Background: an optimization exercise with open tools, aiming at small area. Do not read the settings as production practice. The RTL was checked by simulation tests, not by an equivalence proof against the original design. Power figures rest on the tool's default switching activity, not on a simulated workload.

Setup of maple:
Design arp_packet_generator, start of the top module:
module arp_packet_generator
(
	input wire clk,
	input wire rst_n,
	input wire [47:0] src_mac_add,
	input wire [47:0] des_mac_add,
	input wire [31:0] src_ip_add,
	input wire [31:0] des_ip_add,
	input wire [15:0] operator,
	input wire req,
	output logic gmii_tx_en,
	output logic [7:0] gmii_txd
);
Size: roughly 6800 sq um of cells after synthesis.
==> flow/config.mk <==
export PLATFORM = sky130hd
export DESIGN_NAME = arp_packet_generator
export DESIGN_NICKNAME = arp_packet_generator
export VERILOG_FILES = /design/flow/design.v
export SDC_FILE = /design/flow/constraint.sdc
export NUM_CORES = 4
export LEC_CHECK = 0
export CAP_MARGIN = 20
export CORE_MARGIN = 2
export CORE_UTILIZATION = 40
export GPL_TIMING_DRIVEN = 0
export SETUP_SLACK_MARGIN = -0.45
export SLEW_MARGIN = 20
==> flow/constraint.sdc <==
create_clock -name core_clock -period 5.0 [get_ports {clk}]
set_input_delay 1.0000 -clock core_clock [delete_from_list [all_inputs] [get_ports {clk}]]
set_output_delay 1.0000 -clock core_clock [all_outputs]
set_load 0.01 [all_outputs]
standard.sh (not shown) runs the stock make flow with config.mk's settings and CLKGATE_MAP_FILE= SYNTH_SCRIPT=/design/flow/synth_recipe.tcl, a recipe that flattens the netlist after the stock synthesis.
==> flow/flow/run.sh <==
#!/bin/bash
# Layout with the standard ORFS flow (standard.sh), with these changes:
#  - synthesis maps the logic with ABC's area mapper (flow/synth_area.tcl);
#  - the input and output ports get the smallest buffer (buf_1);
#  - clock tree synthesis inserts no dummy loads and uses clkbuf_4 buffers with clusters of at most 10 sinks.
set -e
export FLOW_WORK=$PWD
sed "s#SYNTH_SCRIPT=[^ ]*#SYNTH_SCRIPT=$PWD/flow/synth_area.tcl#" standard.sh > standard_area.sh
grep -q "SYNTH_SCRIPT=$PWD/flow/synth_area.tcl" standard_area.sh
export BUFFER_PORTS_ARGS="-buffer_cell sky130_fd_sc_hd__buf_1"
export CTS_ARGS="-sink_clustering_enable -repair_clock_nets -dont_use_dummy_load -buf_list {sky130_fd_sc_hd__clkbuf_4} -sink_clustering_size 10 -sink_clustering_max_diameter 300"
bash standard_area.sh > standard.log 2>&1
==> flow/flow/area.abc <==
strash
dch -f
amap
==> flow/flow/synth_area.tcl <==
# The standard synthesis (synth_recipe.tcl, which this sources unchanged),
# except that the technology mapping of the combinational logic uses ABC's
# area-oriented mapper (area.abc) instead of ORFS's delay-oriented script.
set area_abc_script [file join [file dirname [file normalize [info script]]] area.abc]
proc abc {args} {
  set i [lsearch -exact $args -script]
  if { $i >= 0 } {
    lset args [expr { $i + 1 }] $::area_abc_script
  }
  yosys abc {*}$args
}
source $::env(FLOW_WORK)/synth_recipe.tcl
[flow] maple | stages: complete | final checks: fail | reason: negative setup slack
## Diff of input files: ember against maple
# maple
export LEC_CHECK = 0
export CAP_MARGIN = 20
export CORE_MARGIN = 2
export CORE_UTILIZATION = 40
export GPL_TIMING_DRIVEN = 0
export SETUP_SLACK_MARGIN = -0.45
export SLEW_MARGIN = 20
create_clock -name core_clock -period 5.0 [get_ports {clk}]
# ember
export LEC_CHECK = 0
export CAP_MARGIN = 20
export CORE_MARGIN = 2
export CORE_UTILIZATION = 40
export SETUP_SLACK_MARGIN = -0.45
export SLEW_MARGIN = 20
create_clock -name core_clock -period 5.0 [get_ports {clk}]
diff --git a/flow/flow/run.sh b/flow/flow/run.sh
--- a/flow/flow/run.sh
+++ b/flow/flow/run.sh
@@ -9,4 +9,4 @@
 grep -q "SYNTH_SCRIPT=$PWD/flow/synth_area.tcl" standard_area.sh
 export BUFFER_PORTS_ARGS="-buffer_cell sky130_fd_sc_hd__buf_1"
-export CTS_ARGS="-sink_clustering_enable -repair_clock_nets -dont_use_dummy_load -buf_list {sky130_fd_sc_hd__clkbuf_4} -sink_clustering_size 10 -sink_clustering_max_diameter 300"
+export CTS_ARGS="-sink_clustering_enable -repair_clock_nets -dont_use_dummy_load -buf_list {sky130_fd_sc_hd__clkbuf_4} -sink_clustering_size 11 -sink_clustering_max_diameter 60"
 bash standard_area.sh > standard.log 2>&1
Notes after the runs:
In maple the implementation completed, yet the final layout does not meet the checks, the culprit being negative setup slack. Per the final summary, ember finished and its layout is clean on timing, DRC and antenna. Compared with maple, in ember cell internal power dissipation fell by 17 uW, via count of the first global-routing pass dropped about 1.5%, clock share of power shrank by 0.9 points, met3 usage went up.
The inputs of yarrow differ from those of ember as listed below.
# ember
export LEC_CHECK = 0
export CAP_MARGIN = 20
export CORE_MARGIN = 2
export CORE_UTILIZATION = 40
export SETUP_SLACK_MARGIN = -0.45
export SLEW_MARGIN = 20
create_clock -name core_clock -period 5.0 [get_ports {clk}]
# yarrow
export LEC_CHECK = 0
export CAP_MARGIN = 20
export CORE_MARGIN = 2
export CORE_UTILIZATION = 40
export SLEW_MARGIN = 20
create_clock -name core_clock -period 5.0 [get_ports {clk}]
==> flow/flow/run.sh <==
#!/bin/bash
# Layout with the standard ORFS flow, with two changes:
#  - the input and output ports get the smallest buffer (buf_1);
#  - clock tree synthesis inserts no dummy loads.
cp standard.sh standard.sh.txt
export BUFFER_PORTS_ARGS="-buffer_cell sky130_fd_sc_hd__buf_1"
export CTS_ARGS="-sink_clustering_enable -repair_clock_nets -dont_use_dummy_load -buf_list {sky130_fd_sc_hd__clkbuf_4} -sink_buffer_max_cap_derate 0.5"
bash standard.sh > standard.log 2>&1
removed: flow/flow/area.abc
removed: flow/flow/synth_area.tcl
- On yarrow: maximum frequency from static timing analysis is 0.40% higher than what ember gave.
- yarrow ended up with a higher switching share of total power than ember did.
- [yarrow] post-route worst setup slack rose 0.018 ns relative to ember
- Summary of yarrow over ember: number of buffers inserted by hold repair at cts about even, via count lost 537.
- The lower total non-filler cell area in the finished layout of ember and yarrow is in ember.
- Compared with ember, yarrow shows number of global-route vias before repair that has gone down by a few percent.
- In the tables for ember and yarrow, total power reads higher with yarrow.
- H-tree depth in yarrow vs ember: up 1
- Number of clock buffers in the layout ends up lower on ember.
Setup changes, yarrow to nickel
# yarrow
export LEC_CHECK = 0
export CAP_MARGIN = 20
export CORE_MARGIN = 2
export CORE_UTILIZATION = 40
export SLEW_MARGIN = 20
create_clock -name core_clock -period 5.0 [get_ports {clk}]
# nickel
export LEC_CHECK = 0
export CAP_MARGIN = 20
export CORE_MARGIN = 2
export CORE_UTILIZATION = 65
export SLEW_MARGIN = 20
create_clock -name core_clock -period 5.0 [get_ports {clk}]
==> flow/flow/run.sh <==
#!/bin/bash
# Layout with the standard ORFS flow (standard.sh), with these changes:
#  - synthesis maps the logic with ABC's area mapper (flow/synth_area.tcl);
#  - the input and output ports get the smallest buffer (buf_1);
#  - clock tree synthesis inserts no dummy loads and uses clkbuf_8 buffers with clusters of at most 16 sinks.
set -e
export FLOW_WORK=$PWD
sed "s#SYNTH_SCRIPT=[^ ]*#SYNTH_SCRIPT=$PWD/flow/synth_area.tcl#" standard.sh > standard_area.sh
grep -q "SYNTH_SCRIPT=$PWD/flow/synth_area.tcl" standard_area.sh
export BUFFER_PORTS_ARGS="-buffer_cell sky130_fd_sc_hd__buf_1"
export CTS_ARGS="-sink_clustering_enable -repair_clock_nets -dont_use_dummy_load -buf_list {sky130_fd_sc_hd__clkbuf_4} -sink_clustering_size 10 -sink_clustering_max_diameter 300"
bash standard_area.sh > standard.log 2>&1
==> flow/flow/area.abc (new file) <==
strash
dch -f
amap
==> flow/flow/synth_area.tcl (new file) <==
# The standard synthesis (synth_recipe.tcl, which this sources unchanged),
# except that the technology mapping of the combinational logic uses ABC's
# area-oriented mapper (area.abc) instead of ORFS's delay-oriented script.
set area_abc_script [file join [file dirname [file normalize [info script]]] area.abc]
proc abc {args} {
  set i [lsearch -exact $args -script]
  if { $i >= 0 } {
    lset args [expr { $i + 1 }] $::area_abc_script
  }
  yosys abc {*}$args
}
source $::env(FLOW_WORK)/synth_recipe.tcl
## What came out
- Summary of nickel over yarrow: post-synthesis area per instance lower, wire length of the first global-routing pass lower, cell depth of the worst setup path higher, final area lower, final worst-path setup slack lower.
- Dominant combinational cell family by area after synthesis: compound AO/OA/AOI/OAI gates -> nickel, multiplexers -> yarrow
- Relative to yarrow, the count of buffer and inverter cells on the critical path of nickel is higher by 2.
- Lower internal power component among yarrow and nickel: nickel
- | core utilization | lower: yarrow |

## static timing again, ports no longer ideal
The results above use ideal ports. As a check the final layouts listed here were re-extracted and re-timed, cells and wires unchanged.
Step 1 (the two cells are an assumption about what drives the block):
set clk [get_ports {clk}]
set_driving_cell -lib_cell sky130_fd_sc_hd__clkbuf_16 $clk
set_driving_cell -lib_cell sky130_fd_sc_hd__buf_2 [delete_from_list [all_inputs] $clk]
Step 2, shift: input delay + t, output delay - t, t = (earliest + latest rising clock arrival at the registers) / 2. This alone moves slack from input paths to output paths.
a / b / c = no drivers / after step 1 / after step 2; a / b = the first two.
run | shift t [ns] | setup WS [ns] | hold slack, ns | worst register clock-pin slew, ns
maple | 0.645 | -0.048 / -0.048 / -0.048 | 0.234 / 0.221 / 0.397 | 0.12 / 0.12
ember | 0.630 | 0.333 / 0.333 / 0.333 | 0.283 / 0.267 / 0.428 | 0.11 / 0.11
yarrow | 0.646 | 0.351 / 0.318 / 0.949 | 0.249 / 0.258 / 0.380 | 0.06 / 0.06
nickel | 0.614 | 0.296 / 0.296 / 0.296 | 0.317 / 0.316 / 0.401 | 0.12 / 0.12
